This design comes from an exercise in tuning for small area on the open sky130 flow, not from production work.
Function was checked by simulation only, so behaviour that the tests miss may differ from the original.
Power is estimated from default activity; no workload was simulated.

==> amber <==
==> flow/design.v <==
`timescale 1ns/1ps
module top(input clk,sys_rst,
            input [15:0] din,
            output [15:0] dout,
            output dout_valid,
            output din_ack,
            output [15:0] imem_addr,
            input [31:0] imem_data,
            output halted
);
    localparam [1:0] S_INIT = 2'd0, S_EXEC = 2'd1, S_UPD = 2'd2, S_HALT = 2'd3;
    reg [4:0]  ph;
    reg [1:0]  st;
    reg        cp;         
    reg        jt;         
    reg        pcc;        
    reg        cf, zf, sf, vf;
    reg [15:0] pc;
    reg [15:0] T;          
    reg [15:0] sg;         
    reg [511:0] gq;        
    reg [255:0] dq;        
    wire [3:0] b    = ph[3:0];
    wire       half = ph[4];
    wire       b0   = (b == 4'd0);
    wire       b15  = (b == 4'd15);
    wire [4:0]  op   = imem_data[31:27];
    wire [4:0]  rdst = imem_data[26:22];
    wire [4:0]  rs1  = imem_data[21:17];
    wire        imm  = imem_data[16];
    wire [4:0]  rs2  = imem_data[15:11];
    wire [15:0] isrc = imem_data[15:0];
    wire exec = (st == S_EXEC);
    wire upd  = (st == S_UPD);
    wire init = (st == S_INIT);
    wire op_mul  = (op == 5'd4);
    wire op_add  = (op == 5'd2);
    wire op_sub  = (op == 5'd3);
    wire op_gdm  = (op == 5'd12);
    wire op_din  = (op == 5'd13);
    wire op_dout = (op == 5'd14);
    wire op_dgpr = (op == 5'd15);
    wire op_jmp  = (op[4:3] == 2'b10) | (op == 5'd24);
    wire op_halt = (op == 5'd25);
    wire writes  = (op <= 5'd11) | op_dgpr;
    wire dmw     = op_gdm | op_din;
    wire [15:0] ghead, gmid;
    wire [7:0]  dhead, dmid;
    genvar gi;
    generate
        for (gi = 0; gi < 16; gi = gi + 1) begin : gt
            assign ghead[gi] = gq[32*gi + 31];
            assign gmid[gi]  = gq[32*gi + 15];
        end
        for (gi = 0; gi < 8; gi = gi + 1) begin : dt
            assign dhead[gi] = dq[32*gi + 31];
            assign dmid[gi]  = dq[32*gi + 15];
        end
    endgenerate
    wire [31:0] gtap = {gmid, ghead};
    wire [15:0] dtap = {dmid, dhead};
    wire [4:0] selb  = writes ? rs2 : rdst;
    wire a_bit = gtap[{rs1[4] ^ half, rs1[3:0]}];
    wire r_bit = gtap[{selb[4] ^ half, selb[3:0]}];
    wire m_bit = dtap[{isrc[3] ^ half, isrc[2:0]}];
    wire i_bit = isrc[b];
    wire d_bit = din[b];
    wire bb    = imm ? i_bit : r_bit;
    wire ua    = imm ? i_bit : a_bit;
    wire final_w = op_mul ? (cp & (half == rdst[4])) :
                   writes ? (half == rdst[4]) :
                   dmw    ? (half == isrc[3]) : 1'b1;
    wire mstep = exec & op_mul & cp & final_w;
    wire clr   = exec & op_mul & ~cp;
    wire y     = mstep & a_bit;
    wire [15:0] pp = {16{y}} & T;
    wire [16:0] msum = {1'b0, sg} + {1'b0, pp};
    wire bx   = bb ^ op_sub;
    wire cin  = b0 ? op_sub : cf;
    wire sum  = a_bit ^ bx ^ cin;
    wire cout = (a_bit & bx) | (a_bit & cin) | (bx & cin);
    reg res;
    always @(*) begin
        case (op)
            5'd0:  res = sg[0];
            5'd1:  res = ua;
            5'd2:  res = sum;
            5'd3:  res = sum;
            5'd4:  res = msum[0];
            5'd5:  res = a_bit | bb;
            5'd6:  res = a_bit & bb;
            5'd7:  res = a_bit ^ bb;
            5'd8:  res = ~(a_bit ^ bb);
            5'd9:  res = ~(a_bit & bb);
            5'd10: res = ~(a_bit | bb);
            5'd11: res = ~ua;
            5'd15: res = m_bit;
            default: res = r_bit;
        endcase
    end
    reg jcond;
    always @(*) begin
        case (op)
            5'd16: jcond = 1'b1;
            5'd17: jcond = cf;
            5'd18: jcond = ~cf;
            5'd19: jcond = sf;
            5'd20: jcond = ~sf;
            5'd21: jcond = zf;
            5'd22: jcond = ~zf;
            5'd23: jcond = vf;
            5'd24: jcond = ~vf;
            default: jcond = 1'b0;
        endcase
    end
    wire gwe  = exec & final_w & writes;
    wire dwe  = exec & final_w & dmw;
    wire dbit = op_din ? d_bit : a_bit;
    assign din_ack    = exec & final_w & op_din & b15;
    assign dout_valid = upd & b0 & op_dout;
    assign dout       = T;
    assign imem_addr  = pc;
    assign halted     = (st == S_HALT);
    integer i;
    always @(posedge clk) begin
        for (i = 0; i < 16; i = i + 1)
            gq[32*i +: 32] <= {gq[32*i +: 31],
                               (gwe && rdst[3:0] == i) ? res : gq[32*i + 31]};
        for (i = 0; i < 8; i = i + 1)
            dq[32*i +: 32] <= {dq[32*i +: 31],
                               (dwe && isrc[2:0] == i) ? dbit : dq[32*i + 31]};
    end
    always @(posedge clk)
        sg <= {mstep ? msum[16] : (clr ? 1'b0 : sg[0]), msum[15:1]};
    wire tshift = (exec & op_mul & ~cp) | (exec & final_w & (op_dout | op_jmp)) | (upd & jt);
    wire tin    = op_mul ? bb : (op_dout ? m_bit : i_bit);
    always @(posedge clk)
        if (tshift) T <= {tin, T[15:1]};
    wire pshift = (upd | init) & ~b15;
    wire pcy    = b0 ? pc[0] : pcc;
    wire nb     = init ? 1'b0 : (jt ? T[1] : (pc[1] ^ pcy));
    always @(posedge clk) begin
        pcc <= pcy & pc[1];
        if (pshift) pc[15:1] <= {nb, pc[15:2]};
        if ((upd | init) & b0) pc[0] <= init ? 1'b0 : (jt ? isrc[0] : ~pc[0]);
    end
    always @(posedge clk) begin
        if (sys_rst) begin
            ph <= 5'd0;
            st <= S_INIT;
            cp <= 1'b0;
            cf <= 1'b0;
            zf <= 1'b0;
            sf <= 1'b0;
            vf <= 1'b0;
        end else begin
            ph <= ph + 5'd1;
            case (st)
                S_INIT: if (b15) st <= S_EXEC;
                S_EXEC: begin
                    if (b0) jt <= jcond;
                    if (b0 & op_halt) st <= S_HALT;
                    else if (b15 & final_w) st <= S_UPD;
                    if (b15 & op_mul) cp <= 1'b1;
                    cf <= b15 ? (op_add & cout) : cout;
                    zf <= (b0 ? 1'b1 : zf) & ~res;
                    if (b15) begin
                        sf <= res;
                        vf <= (op_add | op_sub) & (cin ^ cout);
                    end
                end
                S_UPD: begin
                    if (cp) begin
                        zf <= zf & ~sg[0];
                        if (b15) sf <= sg[0];
                    end
                    if (b15) begin
                        st <= S_EXEC;
                        cp <= 1'b0;
                    end
                end
                default: ;
            endcase
        end
    end
endmodule
==> flow/run.sh <==
#!/bin/bash
# synth_recipe.tcl (not shown) runs the flow's synth.tcl, then flattens the netlist and writes it again
# the make line also repeats each setting of config.mk as NAME=value (left out here)
make -C /OpenROAD-flow-scripts/flow DESIGN_CONFIG=/design/flow/config.mk WORK_HOME=/design/flow/orfs CLKGATE_MAP_FILE= SYNTH_SCRIPT=/design/flow/synth_recipe.tcl finish
==> flow/config.mk <==
export PLATFORM = sky130hd
export DESIGN_NAME = top
export DESIGN_NICKNAME = top
export VERILOG_FILES = /design/flow/design.v
export SDC_FILE = /design/flow/constraint.sdc
export NUM_CORES = 8
export LEC_CHECK = 0
export CAP_MARGIN = 20
export CORE_MARGIN = 2
export CORE_UTILIZATION = 40
export CTS_BUF_LIST = sky130_fd_sc_hd__clkbuf_16
export CTS_CLUSTER_DIAMETER = 50
export CTS_CLUSTER_SIZE = 40
export SLEW_MARGIN = 20
==> flow/constraint.sdc <==
create_clock -name core_clock -period 15.0 [get_ports {clk}]
set_input_delay 3.0000 -clock core_clock [delete_from_list [all_inputs] [get_ports {clk}]]
set_output_delay 3.0000 -clock core_clock [all_outputs]
set_load 0.01 [all_outputs]
==> harbor (differences from amber) <==
==> flow/design.v, changed modules only <==
module top(input clk,sys_rst,
            input [15:0] din,
            output [15:0] dout,
            output dout_valid,
            output din_ack,
            output [15:0] imem_addr,
            input [31:0] imem_data,
            output halted
);
    localparam [1:0] S_INIT = 2'd0, S_EXEC = 2'd1, S_UPD = 2'd2, S_HALT = 2'd3;
    reg [4:0]  ph;
    reg [1:0]  st;
    reg        cp;         
    reg        jt;         
    reg        pcc;        
    reg        cf, zf, sf, vf;
    reg [15:0] pc;
    reg [15:0] T;          
    reg [15:0] sg;         
    reg [511:0] gq;        
    reg [255:0] dq;        
    wire [3:0] b    = ph[3:0];
    wire       half = ph[4];
    wire       b0   = (b == 4'd0);
    wire       b15  = (b == 4'd15);
    wire [4:0]  op   = imem_data[31:27];
    wire [4:0]  rdst = imem_data[26:22];
    wire [4:0]  rs1  = imem_data[21:17];
    wire        imm  = imem_data[16];
    wire [4:0]  rs2  = imem_data[15:11];
    wire [15:0] isrc = imem_data[15:0];
    wire exec = (st == S_EXEC);
    wire upd  = (st == S_UPD);
    wire init = (st == S_INIT);
    wire op_mul  = (op == 5'd4);
    wire op_add  = (op == 5'd2);
    wire op_sub  = (op == 5'd3);
    wire op_gdm  = (op == 5'd12);
    wire op_din  = (op == 5'd13);
    wire op_dout = (op == 5'd14);
    wire op_dgpr = (op == 5'd15);
    wire op_jmp  = (op[4:3] == 2'b10) | (op == 5'd24);
    wire op_halt = (op == 5'd25);
    wire writes  = (op <= 5'd11) | op_dgpr;
    wire dmw     = op_gdm | op_din;
    wire [15:0] ghead, gmid;
    wire [7:0]  dhead, dmid;
    genvar gi;
    generate
        for (gi = 0; gi < 16; gi = gi + 1) begin : gt
            assign ghead[gi] = gq[32*gi + 31];
            assign gmid[gi]  = gq[32*gi + 15];
        end
        for (gi = 0; gi < 8; gi = gi + 1) begin : dt
            assign dhead[gi] = dq[32*gi + 31];
            assign dmid[gi]  = dq[32*gi + 15];
        end
    endgenerate
    wire [31:0] gtap = {gmid, ghead};
    wire [15:0] dtap = {dmid, dhead};
    wire needcp = op_mul | op_gdm | (~imm & ((op == 5'd2) | (op == 5'd3) | ((op >= 5'd5) & (op <= 5'd10))));
    wire copyw  = needcp & ~cp;
    wire [4:0] sa = copyw ? (op_gdm ? rs1 : rs2) : (writes ? rs1 : rdst);
    wire a_bit = gtap[{sa[4] ^ half, sa[3:0]}];
    wire r_bit = a_bit;
    wire m_bit = dtap[{isrc[3] ^ half, isrc[2:0]}];
    wire i_bit = isrc[b];
    wire d_bit = din[b];
    wire bb    = imm ? i_bit : T[0];
    wire ua    = imm ? i_bit : a_bit;
    wire final_w = ~copyw & (writes ? (half == rdst[4]) :
                             dmw    ? (half == isrc[3]) : 1'b1);
    wire mstep = exec & op_mul & final_w;
    wire clr   = exec & op_mul & copyw;
    wire y     = mstep & a_bit;
    wire [15:0] pp = {16{y}} & T;
    wire [16:0] mc;
    wire [15:0] ms;
    assign mc[0] = 1'b0;
    generate
        for (gi = 0; gi < 16; gi = gi + 1) begin : mfa
            assign ms[gi]   = sg[gi] ^ pp[gi] ^ mc[gi];
            assign mc[gi+1] = (sg[gi] & pp[gi]) | (sg[gi] & mc[gi]) | (pp[gi] & mc[gi]);
        end
    endgenerate
    wire [16:0] msum = {mc[16], ms};
    wire bx   = bb ^ op_sub;
    wire cin  = b0 ? op_sub : cf;
    wire sum  = a_bit ^ bx ^ cin;
    wire cout = (a_bit & bx) | (a_bit & cin) | (bx & cin);
    reg res;
    always @(*) begin
        case (op)
            5'd0:  res = sg[0];
            5'd1:  res = ua;
            5'd2:  res = sum;
            5'd3:  res = sum;
            5'd4:  res = msum[0];
            5'd5:  res = a_bit | bb;
            5'd6:  res = a_bit & bb;
            5'd7:  res = a_bit ^ bb;
            5'd8:  res = ~(a_bit ^ bb);
            5'd9:  res = ~(a_bit & bb);
            5'd10: res = ~(a_bit | bb);
            5'd11: res = ~ua;
            5'd15: res = m_bit;
            default: res = r_bit;
        endcase
    end
    reg jcond;
    always @(*) begin
        case (op)
            5'd16: jcond = 1'b1;
            5'd17: jcond = cf;
            5'd18: jcond = ~cf;
            5'd19: jcond = sf;
            5'd20: jcond = ~sf;
            5'd21: jcond = zf;
            5'd22: jcond = ~zf;
            5'd23: jcond = vf;
            5'd24: jcond = ~vf;
            default: jcond = 1'b0;
        endcase
    end
    wire gwe  = exec & final_w & writes;
    wire dwe  = exec & final_w & dmw;
    wire dbit = op_din ? d_bit : T[0];
    assign din_ack    = exec & final_w & op_din & b15;
    assign dout_valid = upd & b0 & op_dout;
    assign dout       = T;
    assign imem_addr  = pc;
    assign halted     = (st == S_HALT);
    integer i;
    always @(posedge clk) begin
        for (i = 0; i < 16; i = i + 1)
            gq[32*i +: 32] <= {gq[32*i +: 31],
                               (gwe && rdst[3:0] == i) ? res : gq[32*i + 31]};
        for (i = 0; i < 8; i = i + 1)
            dq[32*i +: 32] <= {dq[32*i +: 31],
                               (dwe && isrc[2:0] == i) ? dbit : dq[32*i + 31]};
    end
    always @(posedge clk)
        sg <= {mstep ? msum[16] : (clr ? 1'b0 : sg[0]), msum[15:1]};
    wire tshift = (exec & (copyw | (final_w & ~op_mul))) | (upd & jt);
    wire tin    = op_dout ? m_bit : ((op_jmp | (op_mul & imm)) ? i_bit : a_bit);
    always @(posedge clk)
        if (tshift) T <= {tin, T[15:1]};
    wire pshift = (upd | init) & ~b15;
    wire pcy    = b0 ? pc[0] : pcc;
    wire nb     = init ? 1'b0 : (jt ? T[1] : (pc[1] ^ pcy));
    always @(posedge clk) begin
        pcc <= pcy & pc[1];
        if (pshift) pc[15:1] <= {nb, pc[15:2]};
        if ((upd | init) & b0) pc[0] <= init ? 1'b0 : (jt ? isrc[0] : ~pc[0]);
    end
    always @(posedge clk) begin
        if (sys_rst) begin
            ph <= 5'd0;
            st <= S_INIT;
            cp <= 1'b0;
            cf <= 1'b0;
            zf <= 1'b0;
            sf <= 1'b0;
            vf <= 1'b0;
        end else begin
            ph <= ph + 5'd1;
            case (st)
                S_INIT: if (b15) st <= S_EXEC;
                S_EXEC: begin
                    if (b0) jt <= jcond;
                    if (b0 & op_halt) st <= S_HALT;
                    else if (b15 & final_w) st <= S_UPD;
                    if (b15 & needcp) cp <= 1'b1;
                    cf <= b15 ? (op_add & cout) : cout;
                    zf <= (b0 ? 1'b1 : zf) & ~res;
                    if (b15) begin
                        sf <= res;
                        vf <= (op_add | op_sub) & (cin ^ cout);
                    end
                end
                S_UPD: begin
                    if (b0 & op_mul) begin
                        zf <= zf & ~(|sg);
                        sf <= sg[15];
                    end
                    if (b15) begin
                        st <= S_EXEC;
                        cp <= 1'b0;
                    end
                end
                default: ;
            endcase
        end
    end
endmodule
==> flow/flow/run.sh (new file) <==
#!/bin/bash
# Own layout flow: the standard flow (standard synthesis, floorplan, power grid
# and tap cells unchanged) with two settings changed:
#  - every port gets a buf_1 as its port buffer (instead of the default buffer cell)
#  - clock tree synthesis builds larger sink clusters and inserts no dummy loads
# Each tool writes its own log under orfs/logs/; make's output goes to flow_make.log.
set -euo pipefail
cd "$(dirname "$0")/.."
source flow/params.sh
export BUFFER_PORTS_ARGS="-buffer_cell sky130_fd_sc_hd__buf_1"
export CTS_ARGS="-sink_clustering_enable -repair_clock_nets -dont_use_dummy_load -buf_list ${CTS_BUFS} -sink_clustering_size ${CTS_SIZE} -sink_clustering_max_diameter ${CTS_DIAM}"
bash standard.sh finish > flow_make.log 2>&1
==> flow/flow/params.sh (new file) <==
CTS_BUFS=sky130_fd_sc_hd__clkbuf_16
CTS_SIZE=35
CTS_DIAM=40
==> flow/standard.sh (new file) <==
#!/bin/bash
# synth_recipe.tcl (not shown) runs the flow's synth.tcl, then flattens the netlist and writes it again
# the make line also repeats each setting of config.mk as NAME=value (left out here)
make -C /OpenROAD-flow-scripts/flow DESIGN_CONFIG=/design/flow/config.mk WORK_HOME=/design/flow/orfs CLKGATE_MAP_FILE= SYNTH_SCRIPT=/design/flow/synth_recipe.tcl "${@:-finish}"
CORE_UTILIZATION = 75   (was 40)
CTS_BUF_LIST = not set   (was sky130_fd_sc_hd__clkbuf_16)
CTS_CLUSTER_DIAMETER = not set   (was 50)
CTS_CLUSTER_SIZE = not set   (was 40)
removed: flow/run.sh
==> nickel (differences from amber) <==
==> flow/design.v, changed modules only <==
module top(input clk,sys_rst,
            input [15:0] din,
            output [15:0] dout,
            output dout_valid,
            output din_ack,
            output [15:0] imem_addr,
            input [31:0] imem_data,
            output halted
);
    localparam [1:0] S_INIT = 2'd0, S_EXEC = 2'd1, S_UPD = 2'd2, S_HALT = 2'd3;
    reg [4:0]  ph;
    reg [1:0]  st;
    reg        cp;         
    reg        jt;         
    reg        pcc;        
    reg        cf, zf, sf, vf;
    reg [15:0] pc;
    reg [15:0] T;          
    reg [15:0] sg;         
    reg [511:0] gq;        
    reg [255:0] dq;        
    wire [3:0] b    = ph[3:0];
    wire       half = ph[4];
    wire       b0   = (b == 4'd0);
    wire       b15  = (b == 4'd15);
    wire [4:0]  op   = imem_data[31:27];
    wire [4:0]  rdst = imem_data[26:22];
    wire [4:0]  rs1  = imem_data[21:17];
    wire        imm  = imem_data[16];
    wire [4:0]  rs2  = imem_data[15:11];
    wire [15:0] isrc = imem_data[15:0];
    wire exec = (st == S_EXEC);
    wire upd  = (st == S_UPD);
    wire init = (st == S_INIT);
    wire op_mul  = (op == 5'd4);
    wire op_add  = (op == 5'd2);
    wire op_sub  = (op == 5'd3);
    wire op_gdm  = (op == 5'd12);
    wire op_din  = (op == 5'd13);
    wire op_dout = (op == 5'd14);
    wire op_dgpr = (op == 5'd15);
    wire op_jmp  = (op[4:3] == 2'b10) | (op == 5'd24);
    wire op_halt = (op == 5'd25);
    wire writes  = (op <= 5'd11) | op_dgpr;
    wire dmw     = op_gdm | op_din;
    wire [15:0] ghead, gmid;
    wire [7:0]  dhead, dmid;
    genvar gi;
    generate
        for (gi = 0; gi < 16; gi = gi + 1) begin : gt
            assign ghead[gi] = gq[32*gi + 31];
            assign gmid[gi]  = gq[32*gi + 15];
        end
        for (gi = 0; gi < 8; gi = gi + 1) begin : dt
            assign dhead[gi] = dq[32*gi + 31];
            assign dmid[gi]  = dq[32*gi + 15];
        end
    endgenerate
    wire [31:0] gtap = {gmid, ghead};
    wire [15:0] dtap = {dmid, dhead};
    wire needcp = op_mul | op_gdm | (~imm & ((op == 5'd2) | (op == 5'd3) | ((op >= 5'd5) & (op <= 5'd10))));
    wire copyw  = needcp & ~cp;
    wire [4:0] sa = copyw ? (op_gdm ? rs1 : rs2) : (writes ? rs1 : rdst);
    wire a_bit = gtap[{sa[4] ^ half, sa[3:0]}];
    wire r_bit = a_bit;
    wire m_bit = dtap[{isrc[3] ^ half, isrc[2:0]}];
    wire i_bit = isrc[b];
    wire d_bit = din[b];
    wire bb    = imm ? i_bit : T[0];
    wire ua    = imm ? i_bit : a_bit;
    wire final_w = ~copyw & (writes ? (half == rdst[4]) :
                             dmw    ? (half == isrc[3]) : 1'b1);
    wire mstep = exec & op_mul & final_w;
    wire clr   = exec & op_mul & copyw;
    wire y     = mstep & a_bit;
    wire [15:0] pp = {16{y}} & T;
    wire [16:0] mc;
    wire [15:0] ms;
    assign mc[0] = 1'b0;
    generate
        for (gi = 0; gi < 16; gi = gi + 1) begin : mfa
            assign ms[gi]   = sg[gi] ^ pp[gi] ^ mc[gi];
            assign mc[gi+1] = (sg[gi] & pp[gi]) | (sg[gi] & mc[gi]) | (pp[gi] & mc[gi]);
        end
    endgenerate
    wire [16:0] msum = {mc[16], ms};
    wire bx   = bb ^ op_sub;
    wire cin  = b0 ? op_sub : cf;
    wire sum  = a_bit ^ bx ^ cin;
    wire cout = (a_bit & bx) | (a_bit & cin) | (bx & cin);
    reg res;
    always @(*) begin
        case (op)
            5'd0:  res = sg[0];
            5'd1:  res = ua;
            5'd2:  res = sum;
            5'd3:  res = sum;
            5'd4:  res = msum[0];
            5'd5:  res = a_bit | bb;
            5'd6:  res = a_bit & bb;
            5'd7:  res = a_bit ^ bb;
            5'd8:  res = ~(a_bit ^ bb);
            5'd9:  res = ~(a_bit & bb);
            5'd10: res = ~(a_bit | bb);
            5'd11: res = ~ua;
            5'd15: res = m_bit;
            default: res = r_bit;
        endcase
    end
    reg jcond;
    always @(*) begin
        case (op)
            5'd16: jcond = 1'b1;
            5'd17: jcond = cf;
            5'd18: jcond = ~cf;
            5'd19: jcond = sf;
            5'd20: jcond = ~sf;
            5'd21: jcond = zf;
            5'd22: jcond = ~zf;
            5'd23: jcond = vf;
            5'd24: jcond = ~vf;
            default: jcond = 1'b0;
        endcase
    end
    wire gwe  = exec & final_w & writes;
    wire dwe  = exec & final_w & dmw;
    wire dbit = op_din ? d_bit : T[0];
    assign din_ack    = exec & final_w & op_din & b15;
    assign dout_valid = upd & b0 & op_dout;
    assign dout       = T;
    assign imem_addr  = pc;
    assign halted     = (st == S_HALT);
    integer i;
    always @(posedge clk) begin
        for (i = 0; i < 16; i = i + 1)
            gq[32*i +: 32] <= {gq[32*i +: 31],
                               (gwe && rdst[3:0] == i) ? res : gq[32*i + 31]};
        for (i = 0; i < 8; i = i + 1)
            dq[32*i +: 32] <= {dq[32*i +: 31],
                               (dwe && isrc[2:0] == i) ? dbit : dq[32*i + 31]};
    end
    always @(posedge clk)
        sg <= {mstep ? msum[16] : (clr ? 1'b0 : sg[0]), msum[15:1]};
    wire tshift = (exec & (copyw | (final_w & ~op_mul))) | (upd & jt);
    wire tin    = op_dout ? m_bit : ((op_jmp | (op_mul & imm)) ? i_bit : a_bit);
    always @(posedge clk)
        if (tshift) T <= {tin, T[15:1]};
    wire pshift = (upd | init) & ~b15;
    wire pcy    = b0 ? pc[0] : pcc;
    wire nb     = init ? 1'b0 : (jt ? T[1] : (pc[1] ^ pcy));
    always @(posedge clk) begin
        pcc <= pcy & pc[1];
        if (pshift) pc[15:1] <= {nb, pc[15:2]};
        if ((upd | init) & b0) pc[0] <= init ? 1'b0 : (jt ? isrc[0] : ~pc[0]);
    end
    always @(posedge clk) begin
        if (sys_rst) begin
            ph <= 5'd0;
            st <= S_INIT;
            cp <= 1'b0;
            cf <= 1'b0;
            zf <= 1'b0;
            sf <= 1'b0;
            vf <= 1'b0;
        end else begin
            ph <= ph + 5'd1;
            case (st)
                S_INIT: if (b15) st <= S_EXEC;
                S_EXEC: begin
                    if (b0) jt <= jcond;
                    if (b0 & op_halt) st <= S_HALT;
                    else if (b15 & final_w) st <= S_UPD;
                    if (b15 & needcp) cp <= 1'b1;
                    cf <= b15 ? (op_add & cout) : cout;
                    zf <= (b0 ? 1'b1 : zf) & ~res;
                    if (b15) begin
                        sf <= res;
                        vf <= (op_add | op_sub) & (cin ^ cout);
                    end
                end
                S_UPD: begin
                    if (b0 & op_mul) begin
                        zf <= zf & ~(|sg);
                        sf <= sg[15];
                    end
                    if (b15) begin
                        st <= S_EXEC;
                        cp <= 1'b0;
                    end
                end
                default: ;
            endcase
        end
    end
endmodule
==> flow/flow/run.sh (new file) <==
#!/bin/bash
# Own layout flow: the standard flow (standard synthesis, floorplan, power grid
# and tap cells unchanged) with two settings changed:
#  - every port gets a buf_1 as its port buffer (instead of the default buffer cell)
#  - clock tree synthesis builds larger sink clusters and inserts no dummy loads
# Each tool writes its own log under orfs/logs/; make's output goes to flow_make.log.
set -euo pipefail
cd "$(dirname "$0")/.."
source flow/params.sh
export BUFFER_PORTS_ARGS="-buffer_cell sky130_fd_sc_hd__buf_1"
export CTS_ARGS="-sink_clustering_enable -repair_clock_nets -dont_use_dummy_load -buf_list ${CTS_BUFS} -sink_clustering_size ${CTS_SIZE} -sink_clustering_max_diameter ${CTS_DIAM}"
bash standard.sh finish > flow_make.log 2>&1
==> flow/flow/params.sh (new file) <==
CTS_BUFS=sky130_fd_sc_hd__clkbuf_16
CTS_SIZE=35
CTS_DIAM=40
==> flow/standard.sh (new file) <==
#!/bin/bash
# synth_recipe.tcl (not shown) runs the flow's synth.tcl, then flattens the netlist and writes it again
# the make line also repeats each setting of config.mk as NAME=value (left out here)
make -C /OpenROAD-flow-scripts/flow DESIGN_CONFIG=/design/flow/config.mk WORK_HOME=/design/flow/orfs CLKGATE_MAP_FILE= SYNTH_SCRIPT=/design/flow/synth_recipe.tcl "${@:-finish}"
CORE_UTILIZATION = 60   (was 40)
CTS_BUF_LIST = not set   (was sky130_fd_sc_hd__clkbuf_16)
CTS_CLUSTER_DIAMETER = not set   (was 50)
CTS_CLUSTER_SIZE = not set   (was 40)
removed: flow/run.sh
==> run notes <==
quantity                                                    harbor          nickel           amber
Share of the synthesized area in the top cell type          79.72%          79.72%          77.66%
Number of ordinary inverters in the final layout                15              15              22
Run status                                          finished clean  finished clean  finished clean
Post-synthesis mux area share                               5.214%          5.214%          4.756%
Cell area reported after detailed placement              20630 um2       20770 um2       22100 um2
Vias after detailed routing                                   9176            8475            9442
Worst clock skew on the final layout                    0.08092 ns      0.08085 ns      0.02585 ns
Final cycle utilization of the critical path                86.78%          82.52%          62.23%
Area inside the core boundary                            26130 um2       32700 um2       51090 um2
Layout buffer count excluding clock buffers                     86              87              88
Post-synthesis sequential area ratio                        84.68%          84.68%          82.48%
DP Worst Slack                                            1.882 ns        2.087 ns        5.643 ns
Switching Fraction                                          21.17%          20.15%          21.88%
Crit-path max FO                                                24              24              29
Timing-limited maximum frequency                         76.82 MHz       80.79 MHz       107.1 MHz
# diodes                                                         2               3               2
Static leakage                                            8.573 nW        8.688 nW        9.235 nW
Post-Syn Area per Cell                                   16.51 um2       16.51 um2       15.51 um2
Die area                                                 28010 um2       34830 um2       53190 um2
Final #Nets                                                   1397            1407            1503
Number of global-route vias before repair                     9821            8391            9299
Number of library cell types mapped by synthesis                60              60              62
Inserted tap cell count                                        335             442             680
Initial antenna violation count                                  4               3               3
Power density over the cells                          167.6 nW/um2    168.3 nW/um2    157.9 nW/um2
Drt first pass iters                                            18               4               4

[re-timing with driven ports]
How much do the figures lean on ideal ports? The routed layouts below were timed once more, with nothing changed but the port constraints.
Step 1 sets driving cells, clkbuf_16 on the clock port and buf_2 on the other inputs (assumed; they add their load-dependent delay and slew).
Step 2 times the ports against the registers' clock, not the clock port: input delays grow and output delays shrink by t, the midpoint of the rising clock arrivals with the driver on.
Slacks: ideal ports / drivers / drivers and shift; pairs: ideal ports / drivers.
| run | shift t [ns] | setup slack, ns | clock arrival spread, ns | worst data-port slew with drivers (ns) | pins driven straight from the clock port |
|---|---|---|---|---|---|
| amber | 0.645 | 5.666 / 5.602 / 5.602 | 0.030 / 0.029 | 0.09 | 1 |
| harbor | 0.600 | 1.983 / 2.005 / 1.405 | 0.081 / 0.081 | 0.10 | 1 |
| nickel | 0.612 | 2.622 / 2.632 / 2.020 | 0.081 / 0.080 | 0.10 | 1 |
After both steps setup and hold are still met in every run listed. The setup slack of nickel, which loses most, moves by +0.010 ns with the drivers and by -0.602 ns with both steps.
